Background: an optimization exercise with open tools, aiming at small area, a short achievable clock period and few clock cycles per item. Do not read the settings as production practice. In this exercise RTL edits were held to simulation tests only and were not proved equivalent to the original.

==> flow/design.v (outline; a module is shown in full before it is edited, if it fits) <==
// module coeff_calc: 479 lines
// module fir: 5054 lines
// module fir_fa: 4 lines
// module fir_ha: 4 lines
module fir(
  clock,
  reset,
  calculate,
  data_in,
  data_out,
  data_good
);
  // ...
==> flow/run.sh <==
#!/bin/bash
# synth_recipe.tcl (not shown) runs the flow's synth.tcl, then flattens the netlist and writes it again
# the make line also repeats each setting of config.mk as NAME=value (left out here)
make -C /OpenROAD-flow-scripts/flow DESIGN_CONFIG=/design/flow/config.mk WORK_HOME=/design/flow/orfs CLKGATE_MAP_FILE= SYNTH_SCRIPT=/design/flow/synth_recipe.tcl finish
==> flow/config.mk <==
export PLATFORM = sky130hd
export DESIGN_NAME = fir
export DESIGN_NICKNAME = fir
export VERILOG_FILES = /design/flow/design.v
export SDC_FILE = /design/flow/constraint.sdc
export NUM_CORES = 4
export LEC_CHECK = 0
export ABC_CLOCK_PERIOD_IN_PS = 2000
export CAP_MARGIN = 20
export CORE_MARGIN = 2
export CORE_UTILIZATION = 55
export SLEW_MARGIN = 20
export SYNTH_HIERARCHICAL = 1
==> flow/constraint.sdc <==
create_clock -name core_clock -period 13.0 [get_ports {clock}]
set_input_delay 2.6000 -clock core_clock [delete_from_list [all_inputs] [get_ports {clock}]]
set_output_delay 2.6000 -clock core_clock [all_outputs]
set_load 0.01 [all_outputs]
==> out/qor.txt, run 1 <==
# setup viols final = 0
Reg area = 0.0321 mm2
M2 GR Usage = 41.6%
Compound-Gate Fraction of Synth Area = 0.215%
WL met2 = 83,400 um
Unique masters post-synth = 32
Layout area overhead = 8.57%
Port-buffer cells = 23
Critical path required time = 13,480 ps
CP peak stage delay = 630 ps
Number of setup buffers added after CTS = 0
Clock-cell share of area = 4.76%
Total wire length = 170,000 um
FF-to-FF End = Y1[5]
Critical Path, Cell by Cell = clkdlybuf4s50_1 > inv_1 > fa_1 > fa_1 > fa_1 > ha_1 > fa_1 > a211oi_1 > nor2_1 > xor2_1 > nand3_1 > xnor2_1
Multi-input combinational area share = 50.1%
Top Metal Used = met5
Placer congestion estimate = 0.934
Fin crit share = 45.0%
Outcome = no timing/DRC/antenna violations
Fin crit period = 5850 ps
Hold-fix buffers, CTS = 0
Crit-path leading delay family = adder cells
Htree depth = 3
Testbench counts, summed over its fixed seeds: cycles 4,000, items 4,000.
==> run 2, diff against run 1 <==
==> flow/flow/run.sh (new file) <==
#!/bin/bash
set -euo pipefail
W=$(pwd)
MARGIN=$(cat flow/margin.txt)
# synthesis exactly as standard.sh does it
bash standard.sh synth > synth.log 2>&1
# the remaining steps: same make command with the repair margin added
sed -e "s|CLKGATE_MAP_FILE= |CLKGATE_MAP_FILE= SETUP_SLACK_MARGIN=$MARGIN TNS_END_PERCENT=100 |" \
    standard.sh > flow_layout.sh
bash flow_layout.sh finish > layout.log 2>&1
test -f out/final.def
==> flow/flow/margin.txt (new file) <==
8.8
==> flow/standard.sh (new file) <==
#!/bin/bash
# synth_recipe.tcl (not shown) runs the flow's synth.tcl, then flattens the netlist and writes it again
# the make line also repeats each setting of config.mk as NAME=value (left out here)
make -C /OpenROAD-flow-scripts/flow DESIGN_CONFIG=/design/flow/config.mk WORK_HOME=/design/flow/orfs CLKGATE_MAP_FILE= SYNTH_SCRIPT=/design/flow/synth_recipe.tcl "${@:-finish}"
removed: flow/run.sh
==> out/qor.txt, run 2 <==
Outcome = no timing/DRC/antenna violations (unchanged)
ANT cells = 0 (was 1)
Worst Skew = 32.4 ps (was 34.2 ps)
Core Box Area = 0.135 mm2 (unchanged)
Area of placed instances = 0.0778 mm2 (was 0.0777 mm2)
Critical Path Start = H0[9] (was data_in[7])
Initial antenna violation count = 1 (was 2)
Crit Path Class = flip-flop to flip-flop (was primary input to flip-flop)
Most frequent cells in the layout = 1,542 x fa_1, 1,061 x edfxtp_1, 400 x inv_1, 370 x buf_4, 353 x fa_2 (was 1,895 x fa_1, 1,061 x edfxtp_1, 569 x inv_1, 190 x ha_1, 119 x clkbuf_16)
Worst Hold Path Cells = 0 (unchanged)
Measured slew at the worst slew-check pin = 1010 ps (was 1080 ps)
CTS Buf Count = 118 (was 119)
Commonest non-fill, non-tap cell in the layout = fa_1 (unchanged)
Reg-to-reg slack, setup = 7950 ps (was 7200 ps)
Hold path startpoint = H16[6] (was H16[1])
Mean Syn Cell Area = 19.7 um2 (unchanged)
Initial Util = 55.5% (unchanged)
Htree depth = 3 (unchanged)
Placer congestion estimate = 0.946 (was 0.934)
Ys Warns = 7 (unchanged)
Final Hold Violating Endpoints = 0 (unchanged)
DR iter-0 viols = 2,698 (was 2,730)
Cell area after layout = 0.0860 mm2 (was 0.0816 mm2)
Post-route ant nets = 0 (unchanged)
Setup ws final = 7950 ps (was 7150 ps)
Row count = 135 (unchanged)
Total track usage = 27.5% (was 26.4%)
Pre-antenna DRT Iters = 5 (unchanged)
Synth area leaders = fa_1 51%, edfxtp_1 42%, ha_1 3.2% (unchanged)
Vias in the first global route = 41,743 (was 40,164)
Total wire length = 178,000 um (was 170,000 um)
RSZ-0062 raised after global routing = yes (was no)
Ys flop type = edfxtp_1 (unchanged)
F_max = 198 MHz (was 171 MHz)
FF-to-FF Start = H0[9] (was H0[8])
Share of cells above drive strength 1 = 26.0% (was 4.89%)
First-pass GRT wire length = 274,000 um (was 265,000 um)
Top-count cell post-synth = fa_1 (unchanged)
Pin count of the biggest net entering global routing = 85 (was 180)
FF+latch count, synth = 1,069 (unchanged)
Crit path capture type = flip-flop (unchanged)
Die X = 374 um (unchanged)
Slew margin rel. = 32.8% (was 28.0%)
Max-slew violations = 0 (unchanged)
Fin crit share = 38.8% (was 45.0%)
Fin crit period = 5050 ps (was 5850 ps)
WL/cell = 28.5 um (was 29.1 um)
Gr ovfl total = 0 (unchanged)
Clock insertion delay at the later pin of the skew report = 740 ps (was 750 ps)
Synth top area share = 50.5% (unchanged)
CTS tree = built (unchanged)
Die area = 0.140 mm2 (unchanged)
R2r worst-path depth = 14 (was 15)
Post-Syn Instances = 3,814 (unchanged)
Largest fanout on the critical path = 4 (unchanged)
Top post-synthesis cells by count = 1,895 x fa_1, 1,061 x edfxtp_1, 569 x inv_1 (unchanged)
TritonCTS Sinks = 1,069 (unchanged)
Layout area overhead = 14.5% (was 8.57%)
Clk buf depth = 3 (unchanged)
Placed wire-length estimate = 144,000 um (was 143,000 um)
Area leader, netlist = fa_1 (unchanged)
Critical path required time = 13,490 ps (was 13,480 ps)
Root buf cell = clkbuf_16 (unchanged)
Total I/O pin count = 24 (unchanged)
CP startpoint kind = flip-flop (was primary input)
Hold Worst Slack = 418 ps (was 419 ps)
# setup viols final = 0 (unchanged)
Vias/cell = 5.44 (was 5.49)
FF-to-FF End = C15 (was Y1[5])
Port-buffer cells = 23 (unchanged)
Clock transition at path regs = 60 ps (about the same)
Final TNS setup = 0 ps (unchanged)
DRC viols = 0 (unchanged)
Pre-CTS setup slack = 6120 ps (was 6390 ps)
Fin nets = 6,466 (was 6,063)
Unique masters post-synth = 32 (unchanged)
Seq/Total Area, Yosys = 42.7% (unchanged)
Layout fillers = 9,499 (was 9,883)
Critical path data arrival time = 5540 ps (was 6330 ps)
Hold Path Sink = H17[6] (was H17[1])
Min-delay worst type = flip-flop to flip-flop (unchanged)
Die height = 374 um (unchanged)
Synthesized area = 0.0751 mm2 (unchanged)
Max capacitance violation total = 0 (unchanged)
Total number of vias = 34,005 (was 32,131)
EDFF count, synth = 1,061 (unchanged)
Asr flop ratio synth = 0.748% (unchanged)
[run 2: how the worst max path moves through the flow]
stage / endpoint / slack, ps
3_5_place_dp: H29[3] / 6120
5_1_grt: C15 / 7710
6_report: C15 / 7950
2_1_floorplan: H0[0] / 2400
3_3_place_gp: H28[4] / 6340
4_1_cts: C15 / 7970
[run 2: cells by family (layout without fill, tap and decap cells)]
kind of cell             count (synthesis)  in the layout  synth area share [%]
adder cells (fa/ha/maj)               2085           2085                  53.7
flip-flops                            1069           1069                  42.7
buffers and inverters                  575           1222                  2.89
AND/OR/NAND/NOR                         38             40                 0.250
AO/OA/AOI/OAI                           23             23                 0.215
XOR/XNOR                                15             15                 0.175
multiplexers                             8              8                 0.120
other                                    1              3               0.00499
[run 2: layout make-up]
cell class	instances	area [um2]	share of cell area (%)
multi-input combinational	2174	42000	48.8
sequential	1069	32100	37.3
timing repair buffer	436	3620	4.21
clock buffer	143	3150	3.67
inverter	569	2270	2.64
tap	1781	2230	2.59
clock inverter	74	692	0.804
[run 2: worst max-delay path, cell delays in order, from the launching register on]
cell and delay (ps):
edfxtp_1 400, clkinvlp_4 210, ha_4 270, fa_2 330, fa_1 470, fa_2 560
fa_2 440, fa_1 510, fa_1 420, ha_1 290, a21o_1 180, a21o_1 180
a221oi_2 210, o21ai_1 90, a31o_2 230
[run 2: layer usage]
metal  global-route usage [%]  vias to the layer above  wire length (um)
met1                     40.5                    19366             75700
met4                     5.74                        0              3980
met5                        0                        -                 0
li1                         -                    13466                 -
met2                     43.2                      982             87300
met3                     6.09                      191             11300
[run 2: metrics by stage]
| stage | std cells | util (%) |
|---|---|---|
| global placement | 5627 | 57.4 |
| CTS | 6128 | 62.5 |
| global route | 6246 | 63.5 |
| floorplan | 3816 | - |
| detailed placement | 5627 | 57.4 |
| finish | 6246 | 63.5 |
[run 2: timing repair]
item                                     CTS  global route
hold buffers                               0             0
pin swaps                                134           121
setup buffers                            281           118
gates cloned                               3             0
endpoints found under the hold margin      0             0
endpoints found under the setup margin  1158           409
gates resized for setup                  467           212
[run 2: Yosys stat by module, one instance, submodules excluded]
module  flip-flops and latches  cell area (um2)  copies in the design  cells inside
fir                       1069            35200                     1          1760
fir_fa                       0             20.0                  1894             1
fir_ha                       0             12.5                   160             1

[what the ideal ports hide]
Ports are ideal in the flow. The routed layouts listed here were re-timed in OpenROAD. Step 1 (the two cells are an assumption about what drives the block):
set clk [get_ports {clock}]
set_driving_cell -lib_cell sky130_fd_sc_hd__clkbuf_16 $clk
set_driving_cell -lib_cell sky130_fd_sc_hd__buf_2 [delete_from_list [all_inputs] $clk]
Step 2 adds t to the input delays and takes it off the output delays; t is the mean of the earliest and latest rising clock arrival at the registers after step 1. Input paths then give back, and output paths get back, about the clock's delay inside the block. Slacks: ideal / step 1 / step 2; pairs: ideal / step 1.
run	t (ns)	setup slack, ns	cell pins on the clock port's net
run 1	0.805	7.151 / 7.191 / 6.385	1
run 2	0.794	7.953 / 7.953 / 7.223	1
After both steps every run listed still meets setup and hold. The setup slack of run 1, which loses most, moves by +0.040 ns with the drivers and by -0.766 ns with both steps.
